Background: an optimization exercise with open tools, aiming at small area. Do not read the settings as production practice. Function was checked by simulation only, so behaviour that the tests miss may differ from the original. Power figures rest on the tool's default switching activity, not on a simulated workload.

[flow/config.mk]
export PLATFORM = sky130hd
export DESIGN_NAME = color_pwm
export DESIGN_NICKNAME = color_pwm
export VERILOG_FILES = /design/flow/design.v
export SDC_FILE = /design/flow/constraint.sdc
export NUM_CORES = 4
export LEC_CHECK = 0
export CAP_MARGIN = 20
export CORE_MARGIN = 2
export CORE_UTILIZATION = 40
export PLACE_DENSITY = 0.6
export SLEW_MARGIN = 20
[flow/constraint.sdc]
create_clock -name core_clock -period 4.0 [get_ports {CLK}]
set_input_delay 0.8000 -clock core_clock [delete_from_list [all_inputs] [get_ports {CLK}]]
set_output_delay 0.8000 -clock core_clock [all_outputs]
set_load 0.01 [all_outputs]
[flow/design.v]
module color_pwm
(
    input         CLK,          
    input         RST,          
    input         BUTTON,       
    output        RGB0_Red,     
    output        RGB0_Green,   
    output        RGB0_Blue     
);
    localparam [19:0] MR = 20'h00000;
    localparam [19:0] MS = 20'h80004;
    localparam [19:0] MG = 20'h80020;
    reg  [19:0] yr;    
    reg  [19:0] yg;    
    reg  [19:0] ys;    
    reg  [1:0]  ka;
    reg  [1:0]  kb;
    wire ka0_next     = ~(ka[0] ^ ka[1]);
    wire f            = ka[0] & ka[1];           
    wire check_button = ka0_next & ~kb[0] & ~kb[1];
    wire step         = BUTTON & check_button;
    wire [19:0] xr = yr ^ MR;
    wire [19:0] xg = yg ^ MG;
    wire [19:0] xs = ys ^ MS;
    wire [19:0] xr_next = { xr[18:0], xr[19] ^ xr[16] ^ ~(|xr[18:0]) };
    wire [19:0] xs_next = { xs[18:0], xs[19] ^ xs[16] ^ ~(|xs[18:0]) };
    wire [19:0] xg_prev = { xg[0] ^ xg[17] ^ ~(|xg[19:1]), xg[19:1] };
    wire eq_r = (yr ^ ys) == (MR ^ MS);
    wire eq_g = (yg ^ ys) == (MG ^ MS);
    wire [19:0] yr_first = { MR[18:0], MR[19] ^ MR[16] ^ ~(|MR[18:0]) } ^ MR;
    wire [19:0] yg_first = { MG[0] ^ MG[17] ^ ~(|MG[19:1]), MG[19:1] } ^ MG;
    always @(posedge CLK)
    begin
        if (f)
        begin
            yr <= yr_first;
            yg <= yg_first;
        end
        else
        begin
            yr <= eq_r ? 20'd0 : (xr_next ^ MR);
            yg <= eq_g ? 20'd0 : (xg_prev ^ MG);
        end
    end
    always @(posedge CLK or posedge RST)
    begin
        if (RST)
        begin
            ys <= 20'd0;
            ka <= 2'b11;
            kb <= 2'b00;
        end
        else
        begin
            if (step)
                ys <= xs_next ^ MS;
            ka <= { ka[0] & ~ka[1], ka0_next };
            kb <= { kb[0], ~kb[1] };
        end
    end
    assign RGB0_Red   = ~f & (| yr);
    assign RGB0_Green = ~f & (| yg);
    assign RGB0_Blue  = ~f & (| yg);
endmodule
[flow/flow/run.sh]
#!/bin/bash
# Own layout flow: the standard synthesis, then the combinational logic
# re-mapped by ABC with an area-oriented script (registers, and their names
# and cell types, left exactly as the standard synthesis made them), then
# the standard layout from floorplan on, with the port buffers and the
# clock tree built from small cells and no CTS dummy loads.
# Each tool's output goes to a log file of its own in the work folder.
set -euo pipefail
W=$PWD
F=$W/flow
R=$W/orfs/results/$FLOW_PLATFORM/color_pwm/base
LIB=$FLOW_HOME/platforms/$FLOW_PLATFORM/lib/sky130_fd_sc_hd__tt_025C_1v80.lib

# 1. standard synthesis
bash standard.sh synth > $W/log_1_standard_synth.log 2>&1

# 2. re-map the combinational logic
cp $R/1_2_yosys.v $W/standard_1_2_yosys.v
DU=""
for c in $(cat $F/dont_use.txt); do DU="$DU -dont_use $c"; done
cat > $W/remap.ys <<EOF
read_liberty -ignore_miss_func $LIB
read_verilog $W/standard_1_2_yosys.v
hierarchy -top $FLOW_TOP
blackbox sky130_fd_sc_hd__*df* sky130_fd_sc_hd__dl* sky130_fd_sc_hd__conb*
flatten -noscopeinfo
opt_clean
stat -liberty $LIB
abc -script $F/remap.abc -liberty $LIB $DU
opt_clean -purge
splitnets
opt_clean -purge
insbuf -buf sky130_fd_sc_hd__buf_4 A X
write_verilog -noattr -noexpr -nohex -nodec $W/remapped_1_2_yosys.v
EOF
yosys -s $W/remap.ys > $W/log_2_remap_yosys.log 2>&1
yosys -p "read_liberty -lib $LIB; read_verilog $W/remapped_1_2_yosys.v; hierarchy -check -top $FLOW_TOP; check -assert; stat -liberty $LIB" > $W/log_2_check_yosys.log 2>&1
cp $W/remapped_1_2_yosys.v $R/1_2_yosys.v
rm -f $R/1_synth.odb $R/1_synth.sdc

# 3. standard layout from the re-mapped netlist
export BUFFER_PORTS_ARGS="-buffer_cell sky130_fd_sc_hd__buf_1"
export CTS_ARGS="-sink_clustering_enable -repair_clock_nets -dont_use_dummy_load -buf_list sky130_fd_sc_hd__clkbuf_4"
bash standard.sh finish > $W/log_3_standard_finish.log 2>&1
[flow/flow/dont_use.txt]
sky130_fd_sc_hd__probe_p_8
sky130_fd_sc_hd__probec_p_8
sky130_fd_sc_hd__lpflow_bleeder_1
sky130_fd_sc_hd__lpflow_clkbufkapwr_1
sky130_fd_sc_hd__lpflow_clkbufkapwr_16
sky130_fd_sc_hd__lpflow_clkbufkapwr_2
sky130_fd_sc_hd__lpflow_clkbufkapwr_4
sky130_fd_sc_hd__lpflow_clkbufkapwr_8
sky130_fd_sc_hd__lpflow_clkinvkapwr_1
sky130_fd_sc_hd__lpflow_clkinvkapwr_16
sky130_fd_sc_hd__lpflow_clkinvkapwr_2
sky130_fd_sc_hd__lpflow_clkinvkapwr_4
sky130_fd_sc_hd__lpflow_clkinvkapwr_8
sky130_fd_sc_hd__lpflow_decapkapwr_12
sky130_fd_sc_hd__lpflow_decapkapwr_3
sky130_fd_sc_hd__lpflow_decapkapwr_4
sky130_fd_sc_hd__lpflow_decapkapwr_6
sky130_fd_sc_hd__lpflow_decapkapwr_8
sky130_fd_sc_hd__lpflow_inputiso0n_1
sky130_fd_sc_hd__lpflow_inputiso0p_1
sky130_fd_sc_hd__lpflow_inputiso1n_1
sky130_fd_sc_hd__lpflow_inputiso1p_1
sky130_fd_sc_hd__lpflow_inputisolatch_1
sky130_fd_sc_hd__lpflow_isobufsrc_1
sky130_fd_sc_hd__lpflow_isobufsrc_16
sky130_fd_sc_hd__lpflow_isobufsrc_2
sky130_fd_sc_hd__lpflow_isobufsrc_4
sky130_fd_sc_hd__lpflow_isobufsrc_8
sky130_fd_sc_hd__lpflow_isobufsrckapwr_16
sky130_fd_sc_hd__lpflow_lsbuf_lh_hl_isowell_tap_1
sky130_fd_sc_hd__lpflow_lsbuf_lh_hl_isowell_tap_2
sky130_fd_sc_hd__lpflow_lsbuf_lh_hl_isowell_tap_4
sky130_fd_sc_hd__lpflow_lsbuf_lh_isowell_4
sky130_fd_sc_hd__lpflow_lsbuf_lh_isowell_tap_1
sky130_fd_sc_hd__lpflow_lsbuf_lh_isowell_tap_2
sky130_fd_sc_hd__lpflow_lsbuf_lh_isowell_tap_4
[flow/flow/remap.abc]
strash
ifraig
dc2
dch -f
amap
[flow/standard.sh]
#!/bin/bash
# synth_recipe.tcl (not shown) runs the flow's synth.tcl, then flattens the netlist and writes it again
# the make line also repeats each setting of config.mk as NAME=value (left out here)
make -C /OpenROAD-flow-scripts/flow DESIGN_CONFIG=/design/flow/config.mk WORK_HOME=/design/flow/orfs CLKGATE_MAP_FILE= SYNTH_SCRIPT=/design/flow/synth_recipe.tcl "${@:-finish}"
==> run notes, run 1 <==
post-layout util=44.76%; met3 Track Usage GR=6.064%; Clock Sinks=64; setup TNS=0 ps; Crit Path Category=register to register; CP Launch Point=ys[13]; worst-case vdd ir drop=0.1535 mV; final net count=299; setup violators final=0; fin crit share=80.24%; Die X=83.08 um; Worst setup EP type=register; antenna violations before repair=0; Synth Instances=280; vias in the first global route=2114; placed cells=360; hold_buf cts=0; ANT nets after route=0; RSZ-0062 raised after global routing=false; first-pass GRT wire length=10740 um; Die ar.=6901 um2; largest net degree at the start of global routing=25; Antenna diodes=0; Total Routing Usage GR=19.95%; Least-Margin Pin Slew=867.6 ps; DR pass1 iterations=4; fillers=583; site row count=28; Max Cap Violations=0; Mapped Nets=283; met1 usage=26.98%; Worst EP arrival=3460 ps; Final Hold Vio Count=0; Startpoint Class=register; global route hottest layer=met2; CTS tree=yes; met2 Resource Use GR=30.28%; Core Region=5991 um2; post-CTS setup repair buffer count=0; Leak=0.0009983 uW; critical path endpoint=yg[9]; Final Critical Period=3210 ps; die span in y=83.08 um; yosys synthesis warning count=1; reg2reg start=ys[13]; status=timing/DRC/antenna clean; H-tree levels=3; IO Pins=6; clock latency on the worst-skew pair=400 ps; drt wl/cell=17.46 um; reg2reg path depth=7; CTS Buf Count=9; clock slew at reported path FFs=90 ps; fraction of layout instances using a drive strength above 1=4.082%; non-filler cells, final=369; Post-Route Skew=16.38 ps; Power Density=425.9 nW/um2; crit path max fanout=16; Synth Cell Area=2501 um2; Crit Reg-Reg Endpoint=yg[9]; IO Port Bufs=5; DR vias=2149; Avg Synthesized Cell Area=8.933 um2; Remaining DRCs=0; Hold Crit Class=register to register; GPL Wtd Cong=0.9035; clk root buf=clkbuf_4; fin. max-slew vios=0; vias per inst=5.824; Critical Path RT=4250 ps; Post-DP HPWL=4868 um; CTS Buffer Depth=2; P&R area growth vs syn=7.204%; total gr overflow=0; DRT Wirelength=6441 um; Initial Utilization=41.75%; FMAX=311.6 MHz; cts repair resizes=0; Initial DRC Count=252; max_slew headroom=42.16%; R2R Setup Slk=790 ps
## report_power, final
part	leakage (uW)	switching (uW)	internal (uW)	total [uW]
clock	0.0000414	194	104	298
sequential	0.000620	35.8	673	709
combinational	0.000337	84.0	50.9	135
## critical path: stages (launching register included)
cell and delay [ps]:
dfrtp_1 380, clkinv_1 210, a221o_1 370, a2111o_1 280, or4_1 400, nor4_1 590
or2_0 750, nor2_1 90
## cells in the final DEF (no fill, tap or decap)
master and count:
a221o_1 4, nand4_1 12, a31oi_1 1, nor2b_1 2
a21oi_1 6, nor2_1 46, nor4_1 4, clkinv_1 59
o31ai_1 1, o211ai_1 1, a2111o_1 2, a22oi_1 3
o21ai_0 5, and2_0 1, o22ai_1 47, nand3_1 2
buf_4 1, buf_1 5, clkbuf_4 9, dfxtp_1 40
or4_1 9, dfrtp_1 22, or2_0 1, nor3_1 3
nand2_1 6, dfstp_2 2
## layout make-up
class                      count  area [um2]  share of cell area [%]
clock buffer                   9       67.56                   2.520
inverter                      59       221.5                   8.259
multi-input combinational    156       868.3                   32.38
sequential                    64        1404                   52.36
tap                           75       93.84                   3.500
timing repair buffer           6       26.28                  0.9799
## how the worst min path moves through the flow
stage	slack, ps	from	cells after the start	to
2_1_floorplan	350	kb[0]	0	kb[1]
3_3_place_gp	370	kb[0]	0	kb[1]
3_5_place_dp	370	kb[0]	0	kb[1]
4_1_cts	400	kb[0]	0	kb[1]
5_1_grt	410	kb[0]	0	kb[1]
6_report	390	kb[0]	0	kb[1]
## state kept, by name, indices dropped and copies added (netlist names)
signal  count
ys         20
ka          2
kb          2
yr         20
yg         20
## stage by stage
step                      area (um2)  total power [uW]  hold WS, ps  worst slack [ps]
after global placement          2614             855.7        365.3             758.0
after global routing            2681              1195        409.6             592.4
final                           2681              1142        390.2             790.5
after CTS                       2681              1143        395.2             791.7
after detailed placement        2614             854.1        373.8             794.7
after floorplan                 2501             807.4        354.3              1410
## per-layer routing
layer	share of wire (%)	wire, um	up-vias
li1	-	-	1025
met1	45	2894	1034
met2	46	2942	79
met3	8.1	521	11
met4	1.3	83	0
met5	0	0	-
==> run 2: changes to the inputs <==
--- a/flow/design.v
+++ b/flow/design.v
@@ -7,9 +7,9 @@
     output        RGB0_Green,   
     output        RGB0_Blue     
 );
-    localparam [19:0] MR = 20'h00000;
-    localparam [19:0] MS = 20'h80004;
-    localparam [19:0] MG = 20'h80020;
+    localparam [19:0] MR = 20'h49249;
+    localparam [19:0] MS = 20'h00000;
+    localparam [19:0] MG = 20'h80004;
     reg  [19:0] yr;    
     reg  [19:0] yg;    
     reg  [19:0] ys;    
@@ -29,31 +29,31 @@
     wire eq_g = (yg ^ ys) == (MG ^ MS);
     wire [19:0] yr_first = { MR[18:0], MR[19] ^ MR[16] ^ ~(|MR[18:0]) } ^ MR;
     wire [19:0] yg_first = { MG[0] ^ MG[17] ^ ~(|MG[19:1]), MG[19:1] } ^ MG;
+    wire [19:0] ys_first = { MS[18:0], MS[19] ^ MS[16] ^ ~(|MS[18:0]) } ^ MS;
     always @(posedge CLK)
     begin
         if (f)
         begin
             yr <= yr_first;
             yg <= yg_first;
+            ys <= ys_first & {20{step}};
         end
         else
         begin
             yr <= eq_r ? 20'd0 : (xr_next ^ MR);
             yg <= eq_g ? 20'd0 : (xg_prev ^ MG);
+            ys <= ((xs_next ^ MS) & {20{step}}) | (ys & ~{20{step}});
         end
     end
     always @(posedge CLK or posedge RST)
     begin
         if (RST)
         begin
-            ys <= 20'd0;
             ka <= 2'b11;
             kb <= 2'b00;
         end
         else
         begin
-            if (step)
-                ys <= xs_next ^ MS;
             ka <= { ka[0] & ~ka[1], ka0_next };
             kb <= { kb[0], ~kb[1] };
         end
==> run notes, run 2 <==
Worst EP arrival=1930 ps (-1530 ps); hold slack=211.0 ps (-179.2 ps); antenna violations before repair=0 (unchanged); R2R Setup Slk=1510 ps (+720 ps); first-pass GRT wire length=10670 um (-0.71%); Synth Instances=299 (+6.8%); cts repair resizes=0 (unchanged); yosys synthesis warning count=1 (unchanged); Least-Margin Pin Slew=549.0 ps (-318.7 ps); worst-case vdd ir drop=0.1975 mV (+29%); Remaining DRCs=0 (unchanged); Clock Sinks=64 (unchanged); vias per inst=5.640 (-3.2%); Power Density=395.7 nW/um2 (-7.1%); Avg Synthesized Cell Area=8.591 um2 (-3.8%); reg2reg start=ka[1]; P&R area growth vs syn=8.768%; Max Cap Violations=0 (unchanged); total design power=1106 uW (-3.2%); final net count=322 (+7.7%); site row count=29 (+3.6%); CTS tree=yes; CP Launch Point=yg[17]; Crit Path Category=register to output pin; fin. max-slew vios=0 (unchanged); Final Hold Vio Count=0 (unchanged); status=timing/DRC/antenna clean; IO Pins=6 (unchanged); commonest non-fill, non-tap cell in the layout=dfxtp_1; Hold Crit Class=primary input to async pin; drt wl/cell=16.48 um (-5.6%); CTS Buf Count=9 (unchanged); NetSw=288.3 uW (-8.0%); Final Critical Period=2730 ps (-479.6 ps); fraction of layout instances using a drive strength above 1=5.678% (+1.6 points); clock latency on the worst-skew pair=410 ps (about the same); setup TNS=0 ps (unchanged); hold_buf cts=0 (unchanged); met2 Resource Use GR=29.65% (-0.62 points); Synth Cell Area=2569 um2 (+2.7%); combinational fraction of design power=10.4% (-1.4 points); die span in y=84.14 um (+1.3%); Post-DP HPWL=4832 um (-0.74%); fin crit share=68.25% (-12 points); largest net degree at the start of global routing=34 (+36%); commonest cells after routing, fill and taps aside=59 x dfxtp_1, 48 x clkinv_1, 31 x nor2_1; Initial Utilization=40.92% (-0.83 points); vias in the first global route=2157 (+2.0%); DR vias=2222 (+3.4%); Post-Route Skew=22.95 ps (+6.569 ps); Mapped Nets=302 (+6.7%); post-CTS setup repair buffer count=0 (unchanged); CTS Buffer Depth=2 (unchanged); sw frac=26.08% (-1.4 points); RSZ-0062 raised after global routing=false; max_slew headroom=63.18% (+21 points); Die ar.=7079 um2 (+2.6%); Worst setup EP type=output pin; met3 Track Usage GR=2.950% (-3.1 points); internal power=817.2 uW (-1.4%); IO Port Bufs=5 (unchanged); Die X=84.14 um (+1.3%); met1 usage=26.75% (-0.23 points); ANT nets after route=0 (unchanged); crit path max fanout=5 (-11); Core Region=6277 um2 (+4.8%); DRT Wirelength=6495 um (+0.84%); setup violators final=0 (unchanged); register share of total power=62.3% (+0.2 points); Total Routing Usage GR=19.39% (-0.56 points); Startpoint Class=register; clock slew at reported path FFs=90 ps (about the same); critical path endpoint=RGB0_Blue; GPL Wtd Cong=0.8392 (-7.1%); clk root buf=clkbuf_4; Initial DRC Count=190 (-25%); Leak=0.0009979 uW (about the same); H-tree levels=3 (unchanged); total gr overflow=0 (unchanged); Critical Path RT=3200 ps (-1050 ps); Clock power frac=27.3% (+1.2 points); global route hottest layer=met2; Antenna diodes=0 (unchanged); FMAX=366.3 MHz (+18%); DR pass1 iterations=4 (unchanged); reg2reg path depth=8 (+1)
-- run 2: cell count changes in the layout (fill, tap and decap cells not counted), moves of 15 or more --
cell     change
dfrtp_1     -20
o21ai_0     +22
o22ai_1     -26
nor2_1      -15
o22a_1      +16
dfxtp_1     +19
nor3_1      +20
-- run 2: routing by layer --
metal,vias to the layer above,wire [um]
li1,1128,-
met3,8,303
met4,0,103
met2,54,2940
met5,-,0
met1,1032,3148
-- run 2: power by group through the flow --
stage	clock [uW]	sequential, uW	combinational [uW]
floorplan	0	694	88.0
detailed placement	0	704	113
global route	336	692	128
global placement	0	705	114
finish	302	689	115
CTS	307	689	114
-- run 2: stage by stage --
stage	worst slack [ps]	cell area [um2]	utilization (%)	cells
3_3_place_gp	1594	2726	43.43	385
6_report	1270	2794	44.51	394
3_5_place_dp	1580	2726	43.43	385
5_1_grt	1098	2794	44.51	394
2_1_floorplan	379.5	2569	-	299
4_1_cts	1254	2794	44.51	394
-- run 2: worst min path at each step --
stage / start / endpoint / slack [ps] / depth (start not counted)
2_1_floorplan: kb[0] / kb[1] / 350 / 0
3_3_place_gp: kb[0] / kb[1] / 360 / 0
3_5_place_dp: kb[0] / kb[1] / 360 / 0
4_1_cts: RST / kb[1] / 200 / 2
5_1_grt: RST / kb[1] / 210 / 2
6_report: RST / kb[0] / 210 / 2
-- run 2: worst max-delay path, stage by stage, from the launching register on --
cell,delay [ps]
dfxtp_1,370
nor4_1,310
nand4_1,130
nor3_1,370
a21oi_1,190
buf_1,170
-- run 2: final cells by class --
cell class                      instances  area (um2)
Timing Repair Buffer                   10       56.30
Tap cell                               77       96.34
Sequential cell                        64        1314
Multi-Input combinational cell        186        1080
Fill cell                             632        3483
Clock buffer                            9       67.56
Inverter                               48       180.2
==> run 3: changes to the inputs <==
--- a/flow/design.v
+++ b/flow/design.v
@@ -7,9 +7,9 @@
     output        RGB0_Green,   
     output        RGB0_Blue     
 );
-    localparam [19:0] MR = 20'h49249;
-    localparam [19:0] MS = 20'h00000;
-    localparam [19:0] MG = 20'h80004;
+    localparam [19:0] MR = 20'h80000;
+    localparam [19:0] MS = 20'h40002;
+    localparam [19:0] MG = 20'h40010;
     reg  [19:0] yr;    
     reg  [19:0] yg;    
     reg  [19:0] ys;    
--- a/flow/flow/run.sh
+++ b/flow/flow/run.sh
@@ -1,6 +1,7 @@
 #!/bin/bash
 # Own layout flow: the standard synthesis, then the combinational logic
-# re-mapped by ABC with an area-oriented script (registers, and their names
+# re-mapped by ABC with area-oriented scripts, keeping the smallest result
+# (registers, and their names
 # and cell types, left exactly as the standard synthesis made them), then
 # the standard layout from floorplan on, with the port buffers and the
 # clock tree built from small cells and no CTS dummy loads.
@@ -18,23 +19,36 @@
 cp $R/1_2_yosys.v $W/standard_1_2_yosys.v
 DU=""
 for c in $(cat $F/dont_use.txt); do DU="$DU -dont_use $c"; done
-cat > $W/remap.ys <<EOF
+# each ABC script in flow/remap_*.abc is tried; the smallest result is kept
+best=""; best_area=""
+for s in $F/remap_*.abc; do
+  n=$(basename $s .abc)
+  cat > $W/$n.ys <<EOF
 read_liberty -ignore_miss_func $LIB
 read_verilog $W/standard_1_2_yosys.v
 hierarchy -top $FLOW_TOP
 blackbox sky130_fd_sc_hd__*df* sky130_fd_sc_hd__dl* sky130_fd_sc_hd__conb*
 flatten -noscopeinfo
 opt_clean
-stat -liberty $LIB
-abc -script $F/remap.abc -liberty $LIB $DU
+abc -script $s -liberty $LIB $DU
 opt_clean -purge
 splitnets
 opt_clean -purge
 insbuf -buf sky130_fd_sc_hd__buf_4 A X
-write_verilog -noattr -noexpr -nohex -nodec $W/remapped_1_2_yosys.v
+write_verilog -noattr -noexpr -nohex -nodec $W/$n.v
 EOF
-yosys -s $W/remap.ys > $W/log_2_remap_yosys.log 2>&1
-yosys -p "read_liberty -lib $LIB; read_verilog $W/remapped_1_2_yosys.v; hierarchy -check -top $FLOW_TOP; check -assert; stat -liberty $LIB" > $W/log_2_check_yosys.log 2>&1
+  if yosys -s $W/$n.ys > $W/log_2_${n}_yosys.log 2>&1 && \
+     yosys -p "read_liberty -lib $LIB; read_verilog $W/$n.v; hierarchy -check -top $FLOW_TOP; check -assert; stat -liberty $LIB" > $W/log_2_${n}_check_yosys.log 2>&1; then
+    a=$(grep "Chip area" $W/log_2_${n}_check_yosys.log | tail -1 | awk '{print $NF}')
+    echo "$n $a" >> $W/remap_areas.txt
+    if [[ -n "$a" ]] && { [[ -z "$best_area" ]] || python3 -c "import sys; sys.exit(0 if $a < $best_area else 1)"; }; then
+      best=$n; best_area=$a
+    fi
+  fi
+done
+echo "chosen $best $best_area" >> $W/remap_areas.txt
+[[ -n "$best" ]]
+cp $W/$best.v $W/remapped_1_2_yosys.v
 cp $W/remapped_1_2_yosys.v $R/1_2_yosys.v
 rm -f $R/1_synth.odb $R/1_synth.sdc
 
==> flow/flow/remap_1.abc (new file) <==
strash
ifraig
dc2
dch -f
amap
topo
==> flow/flow/remap_2.abc (new file) <==
strash
ifraig
dc2
dch -f
amap -F 4 -A 8
topo
==> flow/flow/remap_3.abc (new file) <==
strash
ifraig
dc2
rewrite -z
refactor -z
dch -f
amap -F 4 -A 8
topo
==> flow/flow/remap_4.abc (new file) <==
strash
ifraig
dc2
rewrite -z
resub -z
refactor -z
dch -f
amap -F 4 -A 8
topo
==> flow/flow/remap_5.abc (new file) <==
strash
ifraig
dc2
rewrite -z
refactor -z
dch -f
amap
topo
==> flow/flow/remap_6.abc (new file) <==
strash
ifraig
dc2
dch -f
amap -F 8 -A 16
topo
removed: flow/flow/remap.abc
==> run notes, run 3 <==
fillers=590 (-6.6%); Die ar.=6740 um2 (-4.8%); fin. max-slew vios=0 (unchanged); site row count=28 (-3.4%); IO Port Bufs=5 (unchanged); Least-Margin Pin Slew=692.4 ps (+143.5 ps); Total Routing Usage GR=20.91% (+1.5 points); first-pass GRT wire length=10340 um (-3.1%); total gr overflow=0 (unchanged); commonest non-fill, non-tap cell in the layout=clkinv_1; final net count=298 (-7.5%); Clock Sinks=64 (unchanged); Startpoint Class=register; Crit Path Category=register to output pin; Critical Path RT=3200 ps (about the same); Leak=0.0009145 uW (-8.4%); Post-DP HPWL=4685 um (-3.0%); P&R area growth vs syn=7.692%; crit path max fanout=3 (-2); Core Region=5921 um2 (-5.7%); Crit Reg-Reg Endpoint=yg[12]; GPL Wtd Cong=0.8716 (+3.9%); status=timing/DRC/antenna clean; post-CTS setup repair buffer count=0 (unchanged); Die X=82.10 um (-2.4%); DR vias=2068 (-6.9%); IO Pins=6 (unchanged); worst-case vdd ir drop=0.1503 mV (-24%); vias in the first global route=1994 (-7.6%); Synth Cell Area=2440 um2 (-5.0%); Multi-input gate area=870.8 um2 (-19%); placed inst area=2560 um2 (-6.1%); vias per inst=5.620 (-0.36%); Worst setup EP type=output pin; total design power=984.4 uW (-11%); largest net degree at the start of global routing=22 (-35%); Sequential cell area=1344 um2 (+2.3%); RSZ-0062 raised after global routing=false; Synth Instances=278 (-7.0%); Remaining DRCs=0 (unchanged); DR pass1 iterations=5 (+1); Worst EP arrival=2430 ps (+500 ps); setup violators final=0 (unchanged); FMAX=310.1 MHz (-15%); Final Hold Vio Count=0 (unchanged); antenna violations before repair=0 (unchanged); Hold Crit Class=primary input to async pin; yosys synthesis warning count=1 (unchanged); CTS Buffer Depth=2 (unchanged); hold slack=173.8 ps (-37.18 ps); clk root buf=clkbuf_4; design area=2628 um2 (-6.0%); cts repair resizes=0 (unchanged); fraction of layout instances using a drive strength above 1=4.437% (-1.2 points); commonest cells after routing, fill and taps aside=58 x clkinv_1, 56 x dfxtp_1, 41 x o22ai_1, 41 x nor2_1, 14 x o21ai_0; Antenna diodes=0 (unchanged); Final Critical Period=3225 ps (+495.2 ps); drt wl/cell=16.84 um (+2.1%); R2R Setup Slk=980 ps (-530 ps); reg2reg path depth=9 (+1); CTS tree=yes; Avg Synthesized Cell Area=8.776 um2 (+2.2%); H-tree levels=3 (unchanged); Max Cap Violations=0 (unchanged); fin crit share=80.63% (+12 points); max_slew headroom=53.73% (-9.5 points); hold_buf cts=0 (unchanged); Initial DRC Count=187 (-1.6%); ANT nets after route=0 (unchanged); clock slew at reported path FFs=120 ps (+30 ps); Initial Utilization=41.21% (+0.29 points); Post-Route Skew=36.93 ps (+13.98 ps); die span in y=82.10 um (-2.4%); Power Density=374.6 nW/um2 (-5.3%); clock latency on the worst-skew pair=440 ps (+30 ps); DRT Wirelength=6196 um (-4.6%); setup TNS=0 ps (unchanged); CTS Buf Count=9 (unchanged); Mapped Nets=281 (-7.0%)
==> run 3: changes by cell type in the layout (fill, tap and decap cells not counted), sizes merged, moves of 5 or more <==
cell / delta
nand2: -11
clkinv: +10
or4: +7
nor3: -18
nor4: -5
nor2: +10
o21ai: -13
o22a: -16
o22ai: +20
==> run 3: final cells by class <==
cell class / instances / area share (%)
Clock buffer: 9 / 2.571
Timing Repair Buffer: 7 / 1.286
Multi-Input combinational cell: 155 / 33.14
Inverter: 58 / 8.286
Sequential cell: 64 / 51.14
Tap cell: 75 / 3.571
==> run 3: worst max-delay path: stages (launching register included) <==
cell,delay [ps]
dfxtp_1,320
clkinv_1,60
nand4_1,100
or4_1,390
or4_1,380
or4_1,430
nor2_1,140
nor2_1,60
buf_1,120
==> run 3: how the worst max path moves through the flow <==
stage / startpoint / end / slack [ps]
floorplan: register / yg[19] / 1070
global placement: register / yg[7] / 1140
detailed placement: register / yg[12] / 1110
CTS: yr[8] / RGB0_Red / 770
global route: yr[8] / RGB0_Red / 610
finish: yr[8] / RGB0_Red / 770
==> run 3: power breakdown <==
part	internal, uW	total [uW]	switching, uW
clock network	104	310	205
registers	648	655	6.29
logic	8.09	20.0	11.9
==> run 3: metrics by stage <==
| stage | setup slack, ps | instances | utilization (%) |
|---|---|---|---|
| floorplan | 1075 | 278 | - |
| global placement | 1144 | 359 | 43.24 |
| detailed placement | 1105 | 359 | 43.24 |
| CTS | 771.2 | 368 | 44.38 |
| global route | 607.5 | 368 | 44.38 |
| finish | 774.8 | 368 | 44.38 |
==> run 3: metal layers <==
layer,vias to the layer above,share of wire (%),global-route usage (%)
li1,1021,-,-
met1,968,48,29.24
met2,61,44,30.57
met3,18,4.1,4.022
met4,0,2.9,10.83
met5,-,0,0
==> run 4: changes to the inputs <==
--- a/flow/design.v
+++ b/flow/design.v
@@ -17,7 +17,7 @@
     reg  [1:0]  kb;
     wire ka0_next     = ~(ka[0] ^ ka[1]);
     wire f            = ka[0] & ka[1];           
-    wire check_button = ka0_next & ~kb[0] & ~kb[1];
+    wire check_button = f | (~ka[0] & ~ka[1] & ~kb[0] & ~kb[1]);
     wire step         = BUTTON & check_button;
     wire [19:0] xr = yr ^ MR;
     wire [19:0] xg = yg ^ MG;
@@ -37,12 +37,14 @@
             yr <= yr_first;
             yg <= yg_first;
             ys <= ys_first & {20{step}};
+            kb <= 2'b01;
         end
         else
         begin
             yr <= eq_r ? 20'd0 : (xr_next ^ MR);
             yg <= eq_g ? 20'd0 : (xg_prev ^ MG);
             ys <= ((xs_next ^ MS) & {20{step}}) | (ys & ~{20{step}});
+            kb <= { kb[0], ~kb[1] };
         end
     end
     always @(posedge CLK or posedge RST)
@@ -50,12 +52,10 @@
         if (RST)
         begin
             ka <= 2'b11;
-            kb <= 2'b00;
         end
         else
         begin
             ka <= { ka[0] & ~ka[1], ka0_next };
-            kb <= { kb[0], ~kb[1] };
         end
     end
     assign RGB0_Red   = ~f & (| yr);
==> flow/flow/remap_01.abc (new file) <==
strash
ifraig
dc2
dch -f
amap
topo
==> flow/flow/remap_02.abc (new file) <==
strash
ifraig
dc2
dch -f
amap -F 4 -A 8
topo
==> flow/flow/remap_03.abc (new file) <==
strash
ifraig
dc2
rewrite -z
refactor -z
dch -f
amap -F 4 -A 8
topo
==> flow/flow/remap_04.abc (new file) <==
strash
ifraig
dc2
rewrite -z
resub -z
refactor -z
dch -f
amap -F 4 -A 8
topo
==> flow/flow/remap_05.abc (new file) <==
strash
ifraig
dc2
rewrite -z
refactor -z
dch -f
amap
topo
==> flow/flow/remap_06.abc (new file) <==
strash
ifraig
dc2
dch -f
amap -F 8 -A 16
topo
==> flow/flow/remap_07.abc (new file) <==
strash
&get -n
&synch2
&put
dch -f
amap -F 4 -A 8
topo
==> flow/flow/remap_08.abc (new file) <==
strash
&get -n
&syn4
&put
dch -f
amap -F 4 -A 8
topo
==> flow/flow/remap_09.abc (new file) <==
strash
balance
dc2
dch -f
amap -F 4 -A 8
topo
==> flow/flow/remap_10.abc (new file) <==
strash
&get -n
&dch -f
&put
amap -F 4 -A 8
topo
==> flow/flow/remap_11.abc (new file) <==
strash
&get -n
&dc2
&put
dch -f
amap -F 4 -A 8
topo
==> flow/flow/remap_12.abc (new file) <==
strash
&get -n
&syn2
&put
dch -f
amap -F 4 -A 8
topo
removed: flow/flow/remap_1.abc
removed: flow/flow/remap_2.abc
removed: flow/flow/remap_3.abc
removed: flow/flow/remap_4.abc
removed: flow/flow/remap_5.abc
removed: flow/flow/remap_6.abc
==> run notes, run 4 <==
Synth Instances=268 (-3.6%); largest net degree at the start of global routing=21 (-4.5%); Remaining DRCs=0 (unchanged); ANT nets after route=0 (unchanged); hold_buf cts=0 (unchanged); Synth Cell Area=2412 um2 (-1.1%); Slowest cell on crit path=or4_1; Post-DP HPWL=4561 um (-2.6%); die span in y=81.66 um (-0.54%); Final Hold Vio Count=0 (unchanged); Critical Path RT=3200 ps (about the same); FMAX=303.3 MHz (-2.2%); DR vias=2153 (+4.1%); worst-case vdd ir drop=0.1691 mV (+12%); Clock Sinks=64 (unchanged); register share of total power=67.3% (+0.8 points); first-pass GRT wire length=9949 um (-3.7%); worst-path cell chain=clkinv_1 -> nand4_1 -> or4_1 -> or4_1 -> or4_1 -> nor2_1 -> nor2_1 -> buf_1; Power Density=372.2 nW/um2 (-0.65%); DR pass1 iterations=5 (unchanged); Die X=81.66 um (-0.54%); fin. max-slew vios=0 (unchanged); Die ar.=6668 um2 (-1.1%); clock slew at reported path FFs=100 ps (-20 ps); GPL Wtd Cong=0.9201 (+5.6%); IO Port Bufs=5 (unchanged); non-filler cells, final=358 (-2.7%); Initial Utilization=40.99% (-0.22 points); NetSw=211.9 uW (-5.2%); Post-Place Worst Slack=1149 ps (+43.64 ps); vias in the first global route=1952 (-2.1%); Startpoint Class=register; setup violators final=0 (unchanged); drt wl/cell=17.54 um (+4.2%); max_slew headroom=43.35% (-10 points); Avg Synthesized Cell Area=9.001 um2 (+2.6%); fraction of layout instances using a drive strength above 1=4.594% (+0.16 points); vias per inst=6.014 (+7.0%); status=timing/DRC/antenna clean; post-CTS setup repair buffer count=0 (unchanged); RSZ-0062 raised after global routing=false; total design power=967.7 uW (-1.7%); crit path max fanout=4 (+1); placed cells=349 (-2.8%); Core Region=5886 um2 (-0.59%); P&R area growth vs syn=7.780% (about the same); Worst setup EP type=output pin; setup TNS=0 ps (unchanged); commonest non-fill, non-tap cell in the layout=dfxtp_1; CTS Buf Count=9 (unchanged); Final Critical Period=3297 ps (+72.12 ps); cts repair resizes=0 (unchanged); site row count=28 (unchanged); Mapped Nets=271 (-3.6%); combinational fraction of design power=1.4% (-0.6 points); antenna violations before repair=0 (unchanged); final net count=288 (-3.4%); clock latency on the worst-skew pair=420 ps (-20 ps); Least-Margin Pin Slew=849.8 ps (+157.3 ps); Hold Crit Class=primary input to async pin; peak per-stage delay on the critical path=460 ps (+30 ps); IO Pins=6 (unchanged); fin crit share=82.43% (+1.8 points); internal power=755.8 uW (-0.65%); final worst setup slack=702.7 ps (-72.12 ps); yosys synthesis warning count=1 (unchanged); CTS Buffer Depth=2 (unchanged); Leak=0.0009150 uW (about the same); Initial DRC Count=237 (+27%); Total Routing Usage GR=20.54% (-0.37 points); Antenna diodes=0 (unchanged); H-tree levels=3 (unchanged); Clock power frac=31.3% (-0.2 points); DRT Wirelength=6278 um (+1.3%); CTS tree=yes; sw frac=21.90% (-0.82 points); Most common cell on crit path=or4_1; total gr overflow=0 (unchanged); Max Cap Violations=0 (unchanged); clk root buf=clkbuf_4; commonest cells after routing, fill and taps aside=58 x dfxtp_1, 49 x clkinv_1, 36 x nor2_1; Crit Path Category=register to output pin; CP Launch Point=yr[3]; Worst EP arrival=2500 ps (+70 ps); Post-Route Skew=26.71 ps (-10.22 ps)
-- run 4: final timing paths --
check | cells past startpoint | end | slack (ps)
max | 8 | RGB0_Red | 700
min | 2 | ka[1] | 340
max reg2reg | 8 | yg[19] | 1080
min reg2reg | 1 | kb[0] | 400
max in group asynchronous | 2 | ka[0] | 3640
min in group core_clock | 1 | kb[0] | 400
-- run 4: routing by layer --
layer | routed length, um | vias up | track usage, %
li1 | - | 1008 | -
met1 | 2867 | 1002 | 27.48
met2 | 2787 | 115 | 30.00
met3 | 418 | 28 | 4.725
met4 | 204 | 0 | 12.50
met5 | 0 | - | 0
-- run 4: worst max-delay path: cells and delay by family (launching register included) --
kind / cells / cell delay [ps]
buffers and inverters: 2 / 220
flip-flops: 1 / 320
AND/OR/NAND/NOR: 6 / 1550
-- run 4: final cells by class --
class | instances | area, um2
Sequential cell | 64 | 1334
Clock buffer | 9 | 67.56
Tap cell | 75 | 93.84
Timing Repair Buffer | 7 | 33.78
Fill cell | 588 | 3286
Inverter | 49 | 183.9
Multi-Input combinational cell | 154 | 887.1
-- run 4: power groups by stage --
stage	combinational (uW)	clock (uW)	sequential [uW]
floorplan	9.68	0	664
global placement	13.3	0	666
detailed placement	13.2	0	666
CTS	13.2	307	651
global route	14.9	329	652
finish	13.8	302	652
-- run 4: through the flow --
stage	area (um2)	utilization [%]	hold WS (ps)
after floorplan	2412	-	358.1
after global placement	2532	43.03	365.8
after detailed placement	2532	43.03	379.7
after CTS	2600	44.18	337.6
after global routing	2600	44.18	353.6
final	2600	44.18	339.9
==> run 5: changes to the inputs <==
==> flow/flow/run.sh (replaced) <==
#!/bin/bash
# Own layout flow: the standard synthesis, then the combinational logic
# re-mapped by ABC with area-oriented scripts, keeping the smallest result
# over a few rounds
# (registers, and their names
# and cell types, left exactly as the standard synthesis made them), then
# the standard layout from floorplan on, with the port buffers and the
# clock tree built from small cells and no CTS dummy loads.
# Each tool's output goes to a log file of its own in the work folder.
set -euo pipefail
W=$PWD
F=$W/flow
R=$W/orfs/results/$FLOW_PLATFORM/color_pwm/base
LIB=$FLOW_HOME/platforms/$FLOW_PLATFORM/lib/sky130_fd_sc_hd__tt_025C_1v80.lib

# 1. standard synthesis
bash standard.sh synth > $W/log_1_standard_synth.log 2>&1

# 2. re-map the combinational logic
cp $R/1_2_yosys.v $W/standard_1_2_yosys.v
DU=""
for c in $(cat $F/dont_use.txt); do DU="$DU -dont_use $c"; done
# Each ABC script in flow/remap_*.abc is tried on the netlist and the
# smallest result kept; this is repeated on the kept netlist for up to
# three rounds, while the area keeps going down.
remap_round() {  # $1 input netlist, $2 round tag; sets best_v, best_a
  local in=$1 tag=$2 s n a
  best_v=""; best_a=""
  for s in $F/remap_*.abc; do
    n=${tag}_$(basename $s .abc)
    cat > $W/$n.ys <<EOF
read_liberty -ignore_miss_func $LIB
read_verilog $in
hierarchy -top $FLOW_TOP
blackbox sky130_fd_sc_hd__*df* sky130_fd_sc_hd__dl* sky130_fd_sc_hd__conb*
flatten -noscopeinfo
opt_clean
abc -script $s -liberty $LIB $DU
opt_clean -purge
splitnets
opt_clean -purge
insbuf -buf sky130_fd_sc_hd__buf_4 A X
write_verilog -noattr -noexpr -nohex -nodec $W/$n.v
EOF
    if yosys -s $W/$n.ys > $W/log_2_${n}_yosys.log 2>&1 && \
       yosys -p "read_liberty -lib $LIB; read_verilog $W/$n.v; hierarchy -check -top $FLOW_TOP; check -assert; stat -liberty $LIB" > $W/log_2_${n}_check_yosys.log 2>&1; then
      a=$(grep "Chip area" $W/log_2_${n}_check_yosys.log | tail -1 | awk '{print $NF}')
      echo "$n $a" >> $W/remap_areas.txt
      if [[ -n "$a" ]] && { [[ -z "$best_a" ]] || python3 -c "import sys; sys.exit(0 if $a < $best_a else 1)"; }; then
        best_v=$W/$n.v; best_a=$a
      fi
    fi
  done
}
cur=$W/standard_1_2_yosys.v; cur_a=""
for round in r1 r2 r3; do
  remap_round $cur $round
  [[ -n "$best_v" ]] || break
  if [[ -n "$cur_a" ]] && ! python3 -c "import sys; sys.exit(0 if $best_a < $cur_a else 1)"; then break; fi
  cur=$best_v; cur_a=$best_a
  echo "kept $cur $cur_a" >> $W/remap_areas.txt
done
[[ -n "$cur_a" ]]
cp $cur $W/remapped_1_2_yosys.v
cp $W/remapped_1_2_yosys.v $R/1_2_yosys.v
rm -f $R/1_synth.odb $R/1_synth.sdc

# 3. standard layout from the re-mapped netlist
export BUFFER_PORTS_ARGS="-buffer_cell sky130_fd_sc_hd__buf_1"
export CTS_ARGS="-sink_clustering_enable -repair_clock_nets -dont_use_dummy_load -buf_list sky130_fd_sc_hd__clkbuf_4"
bash standard.sh finish > $W/log_3_standard_finish.log 2>&1
==> run notes, run 5 <==
status=timing/DRC/antenna clean; Total Routing Usage GR=19.75% (-0.79 points); Max Cap Violations=0 (unchanged); Remaining DRCs=0 (unchanged); Core Region=5851 um2 (-0.60%); Synth Instances=262 (-2.2%); Mapped Nets=265 (-2.2%); vias in the first global route=1922 (-1.5%); Antenna diodes=0 (unchanged); P&R area growth vs syn=7.805% (about the same); setup TNS=0 ps (unchanged); largest net degree at the start of global routing=22 (+4.8%); CTS Buffer Depth=2 (unchanged); CTS Buf Count=9 (unchanged); Final Critical Period=3152 ps (-145.0 ps); crit path max fanout=16 (+12); DR pass1 iterations=5 (unchanged); final net count=282 (-2.1%); fin crit share=78.81% (-3.6 points); Power Density=372.0 nW/um2 (about the same); Die X=81.54 um (-0.15%); hold_buf cts=0 (unchanged); GPL Wtd Cong=0.9590 (+4.2%); DRT Wirelength=5887 um (-6.2%); Least-Margin Pin Slew=845.1 ps (-4.665 ps); CTS tree=yes; worst-case vdd ir drop=0.1846 mV (+9.2%); cts repair resizes=0 (unchanged); setup violators final=0 (unchanged); die span in y=81.54 um (-0.15%); total gr overflow=0 (unchanged); post-CTS setup repair buffer count=0 (unchanged); yosys synthesis warning count=1 (unchanged); clock latency on the worst-skew pair=420 ps (about the same); Worst EP arrival=3420 ps (+920 ps); max_slew headroom=43.66% (+0.31 points); IO Pins=6 (unchanged); Worst setup EP type=register; vias per inst=5.801 (-3.5%); Critical Path RT=4260 ps (+1060 ps); Initial Utilization=41.10% (+0.12 points); ANT nets after route=0 (unchanged); Startpoint Class=register; IO Port Bufs=5 (unchanged); H-tree levels=3 (unchanged); drt wl/cell=16.72 um (-4.6%); fraction of layout instances using a drive strength above 1=4.693% (+0.10 points); Post-Route Skew=23.10 ps (-3.607 ps); clk root buf=clkbuf_4; Initial DRC Count=213 (-10%); total design power=964.4 uW (-0.35%); fin. max-slew vios=0 (unchanged); clock slew at reported path FFs=90 ps (about the same); Die ar.=6648 um2 (-0.31%); RSZ-0062 raised after global routing=false; Crit Path Category=register to register; Clock Sinks=64 (unchanged); Synth Cell Area=2405 um2 (-0.31%); Avg Synthesized Cell Area=9.179 um2 (+2.0%); first-pass GRT wire length=9784 um (-1.7%); commonest non-fill, non-tap cell in the layout=dfxtp_1; Leak=0.0009069 uW (-0.89%); site row count=28 (unchanged); commonest cells after routing, fill and taps aside=58 x dfxtp_1, 46 x clkinv_1, 34 x nor2_1; Final Hold Vio Count=0 (unchanged); FMAX=317.2 MHz (+4.6%); antenna violations before repair=0 (unchanged); Post-DP HPWL=4340 um (-4.9%); Hold Crit Class=primary input to async pin; DR vias=2042 (-5.2%)
[run 5: path summary, 6_finish.rpt]
| kind | to | slack, ps | cells after the start |
|---|---|---|---|
| worst max register to register | yg[19] | 850 | 7 |
| worst max-delay path | yg[19] | 850 | 7 |
| worst min-delay path | ka[1] | 360 | 2 |
| worst min register to register | kb[0] | 390 | 1 |
| min in group core_clock | kb[0] | 390 | 1 |
| max in group asynchronous | ka[0] | 3620 | 2 |
[run 5: final cells by class]
class                   instances  area, um2
repair buffers                  7      33.78
inverters                      46      172.7
well taps                      75      93.84
fillers                       581       3258
flip-flops and latches         64       1334
multi-input cells             151      890.9
clock buffers                   9      67.56
[run 5: critical path, cell delays in order, from the launching register on]
cell and delay, ps:
dfxtp_1 470, clkinv_1 190, a222oi_1 380, o2111ai_1 140, or4_1 410, nor4b_1 560, or2_0 730, nor2_1 120
[run 5: report_power, final]
part / internal [uW] / switching, uW
sequential: 646 / 3.39
clock: 104 / 195
combinational: 6.82 / 9.30
total: 757 / 207
[run 5: layer usage]
layer,routed length (um),track usage (%)
met2,2593,29.34
met5,0,0
met1,2823,27.10
met4,166,10.85
met3,303,3.626
[run 5: through the flow]
stage | setup slack [ps] | hold WS [ps] | cells | utilization (%) | instance area, um2
after floorplan | 1457 | 357.6 | 262 | - | 2405
after global placement | 980.9 | 373.8 | 343 | 43.16 | 2525
final | 847.7 | 361.7 | 352 | 44.31 | 2592
after CTS | 886.6 | 352.5 | 352 | 44.31 | 2592
after detailed placement | 892.1 | 376.7 | 343 | 43.16 | 2525
after global routing | 564.4 | 366.3 | 352 | 44.31 | 2592
==> run 6: changes to the inputs <==
--- a/flow/flow/run.sh
+++ b/flow/flow/run.sh
@@ -22,7 +22,7 @@
 for c in $(cat $F/dont_use.txt); do DU="$DU -dont_use $c"; done
 # Each ABC script in flow/remap_*.abc is tried on the netlist and the
 # smallest result kept; this is repeated on the kept netlist for up to
-# three rounds, while the area keeps going down.
+# four rounds, while the area keeps going down.
 remap_round() {  # $1 input netlist, $2 round tag; sets best_v, best_a
   local in=$1 tag=$2 s n a
   best_v=""; best_a=""
@@ -39,7 +39,6 @@
 opt_clean -purge
 splitnets
 opt_clean -purge
-insbuf -buf sky130_fd_sc_hd__buf_4 A X
 write_verilog -noattr -noexpr -nohex -nodec $W/$n.v
 EOF
     if yosys -s $W/$n.ys > $W/log_2_${n}_yosys.log 2>&1 && \
@@ -53,7 +52,7 @@
   done
 }
 cur=$W/standard_1_2_yosys.v; cur_a=""
-for round in r1 r2 r3; do
+for round in r1 r2 r3 r4; do
   remap_round $cur $round
   [[ -n "$best_v" ]] || break
   if [[ -n "$cur_a" ]] && ! python3 -c "import sys; sys.exit(0 if $best_a < $cur_a else 1)"; then break; fi
@@ -61,7 +60,8 @@
   echo "kept $cur $cur_a" >> $W/remap_areas.txt
 done
 [[ -n "$cur_a" ]]
-cp $cur $W/remapped_1_2_yosys.v
+# buffer the wire that feeds two output ports, as the standard synthesis does
+yosys -p "read_liberty -lib $LIB; read_verilog $cur; hierarchy -check -top $FLOW_TOP; insbuf -buf sky130_fd_sc_hd__buf_4 A X; check -assert; stat -liberty $LIB; write_verilog -noattr -noexpr -nohex -nodec $W/remapped_1_2_yosys.v" > $W/log_2_final_yosys.log 2>&1
 cp $W/remapped_1_2_yosys.v $R/1_2_yosys.v
 rm -f $R/1_synth.odb $R/1_synth.sdc
 
==> flow/flow/remap_13.abc (new file) <==
strash
ifraig
dc2
rewrite -z
refactor -z
dch -f
amap -F 8 -A 16
topo
==> flow/flow/remap_14.abc (new file) <==
strash
&get -n
&dch -f
&put
amap -F 8 -A 16
topo
==> flow/flow/remap_15.abc (new file) <==
strash
dc2
dch -f
amap -F 4 -A 8
topo
==> flow/flow/remap_16.abc (new file) <==
strash
ifraig
dc2
resub -K 6 -z
dch -f
amap -F 4 -A 8
topo
==> run notes, run 6 <==
status=timing/DRC/antenna clean; Sequential cell area=1334 um2 (unchanged); Worst EP arrival=3280 ps (-140 ps); Initial DRC Count=243 (+14%); Worst setup EP type=register; Hold Crit Class=primary input to async pin; CTS Buf Count=9 (unchanged); yosys synthesis warning count=1 (unchanged); Multi-input gate area=858.3 um2 (-3.7%); site row count=28 (unchanged); GPL Wtd Cong=0.9086 (-5.3%); FMAX=328.8 MHz (+3.6%); Core Region=5851 um2 (unchanged); fillers=568 (-2.2%); setup TNS=0 ps (unchanged); hold_buf cts=0 (unchanged); peak per-stage delay on the critical path=820 ps (+90 ps); worst-case vdd ir drop=0.1337 mV (-28%); Final Hold Vio Count=0 (unchanged); crit path max fanout=19 (+3); crit-path leading delay family=simple AND/OR/NAND/NOR gates; R2R Setup Slk=960 ps (+110 ps); setup violators final=0 (unchanged); Post-Route Skew=35.79 ps (+12.69 ps); Post-DP HPWL=4590 um (+5.8%); largest net degree at the start of global routing=22 (unchanged); RSZ-0062 raised after global routing=false; CTS tree=yes; Die X=81.44 um (-0.12%); Startpoint Class=register; clock slew at reported path FFs=110 ps (+20 ps); Least-Margin Pin Slew=1010 ps (+165.0 ps); Total Routing Usage GR=21.45% (+1.7 points); die span in y=81.44 um (-0.12%); Mapped Nets=273 (+3.0%); first-pass GRT wire length=10380 um (+6.1%); Synth Instances=270 (+3.1%); Critical Path RT=4240 ps (-20 ps); commonest non-fill, non-tap cell in the layout=dfxtp_1; Final Critical Period=3042 ps (-110.8 ps); clk root buf=clkbuf_4; fraction of layout instances using a drive strength above 1=3.887% (-0.81 points); DR vias=2095 (+2.6%); antenna violations before repair=0 (unchanged); WP buf/inv=1 (unchanged); worst-path cell chain=clkinv_1 -> a222oi_1 -> o221ai_1 -> or4_1 -> nor4b_1 -> or2_0 -> nor2_1; DR pass1 iterations=6 (+1); P&R area growth vs syn=7.199%; Max Cap Violations=0 (unchanged); fin. max-slew vios=0 (unchanged); final worst setup slack=958.4 ps (+110.8 ps); Synth Cell Area=2399 um2 (-0.26%); Power Density=376.9 nW/um2 (+1.3%); clock latency on the worst-skew pair=420 ps (about the same); drt wl/cell=17.67 um (+5.7%); total gr overflow=0 (unchanged); CTS Buffer Depth=2 (unchanged); commonest cells after routing, fill and taps aside=58 x dfxtp_1, 53 x clkinv_1, 38 x nor2_1; ANT nets after route=0 (unchanged); Clock Sinks=64 (unchanged); Die ar.=6632 um2 (-0.25%); IO Pins=6 (unchanged); vias per inst=5.852 (+0.88%); Post-Place Worst Slack=1058 ps (+166.1 ps); fin crit share=76.04% (-2.8 points); Slowest cell on crit path=or2_0; final net count=288 (+2.1%); Avg Synthesized Cell Area=8.884 um2 (-3.2%); max_slew headroom=32.66% (-11 points); cts repair resizes=0 (unchanged); Remaining DRCs=0 (unchanged); DRT Wirelength=6326 um (+7.5%); Crit Path Category=register to register; Initial Utilization=41.00% (-0.11 points); IO Port Bufs=5 (unchanged); Antenna diodes=0 (unchanged); H-tree levels=3 (unchanged); post-CTS setup repair buffer count=0 (unchanged); Leak=0.0008966 uW (-1.1%); vias in the first global route=2007 (+4.4%)
-- run 6: worst paths after layout --
path                            cells past startpoint      to
max in group asynchronous                           2   ka[0]
min in group core_clock                             1   kb[0]
worst max-delay path                                7  yr[11]
worst max register to register                      7  yr[11]
worst min-delay path                                2   ka[1]
worst min register to register                      1   kb[0]
-- run 6: power by group --
part / switching [uW] / internal (uW) / total [uW]
logic: 9.74 / 6.27 / 16.0
clock network: 198 / 104 / 303
registers: 4.06 / 646 / 650
total: 212 / 757 / 969
-- run 6: metal layers --
layer | vias up | share of wire (%) | global-route usage [%]
li1 | 1005 | - | -
met1 | 973 | 46 | 28.54
met2 | 96 | 45 | 32.21
met3 | 21 | 6.0 | 4.945
met4 | 0 | 2.4 | 11.53
met5 | - | 0 | 0
-- run 6: layout make-up --
type / instances / share of cell area, %
sequential: 64 / 51.87
inverter: 53 / 7.737
multi-input combinational: 152 / 33.38
timing repair buffer: 5 / 0.7299
clock buffer: 9 / 2.628
tap: 75 / 3.650
-- run 6: per-stage QoR --
stage	instances	utilization (%)	instance area, um2	hold WS [ps]	total power, uW
floorplan	270	-	2399	357.6	674.5
global placement	349	42.79	2504	375.2	680.0
detailed placement	349	42.79	2504	382.7	679.9
CTS	358	43.95	2571	332.5	972.1
global route	358	43.95	2571	332.4	1005
finish	358	43.95	2571	334.9	969.0
-- run 6: worst register-to-register path, cell delays in order, from the launching register on --
cell and delay (ps):
dfxtp_1 380, clkinv_1 170, a222oi_1 370, o221ai_1 200, or4_1 440, nor4b_1 380
or2_0 820, nor2_1 120

-- re-timing with driven ports --
No port has a modelled driver above. Below, the same layouts with a new extraction and two added sets of constraints.
Step 1: set_driving_cell puts a clkbuf_16 on CLK and a buf_2 on each other input, an assumption about the parent block.
Step 2 moves the port delays by t, midway between the first and last clock arrival at a register: inputs arrive t later, outputs are due t later. That takes back most of the time a late clock gives input paths.
a / b / c = no drivers / after step 1 / after step 2; a / b = the first two.
| run | t (ns) | setup slack, ns | worst register clock-pin slew, ns | worst data-port slew with drivers (ns) | pins driven straight from the clock port |
|---|---|---|---|---|---|
| run 1 | 0.421 | 0.790 / 0.790 / 0.790 | 0.09 / 0.09 | 0.03 | 1 |
| run 2 | 0.425 | 1.270 / 1.240 / 1.506 | 0.10 / 0.10 | 0.03 | 1 |
| run 3 | 0.444 | 0.775 / 0.749 / 0.985 | 0.12 / 0.12 | 0.03 | 1 |
| run 4 | 0.432 | 0.703 / 0.677 / 1.081 | 0.10 / 0.10 | 0.03 | 1 |
| run 5 | 0.432 | 0.848 / 0.848 / 0.848 | 0.11 / 0.11 | 0.03 | 1 |
| run 6 | 0.427 | 0.958 / 0.958 / 0.958 | 0.11 / 0.11 | 0.03 | 1 |
After both steps setup and hold are still met in every run listed.
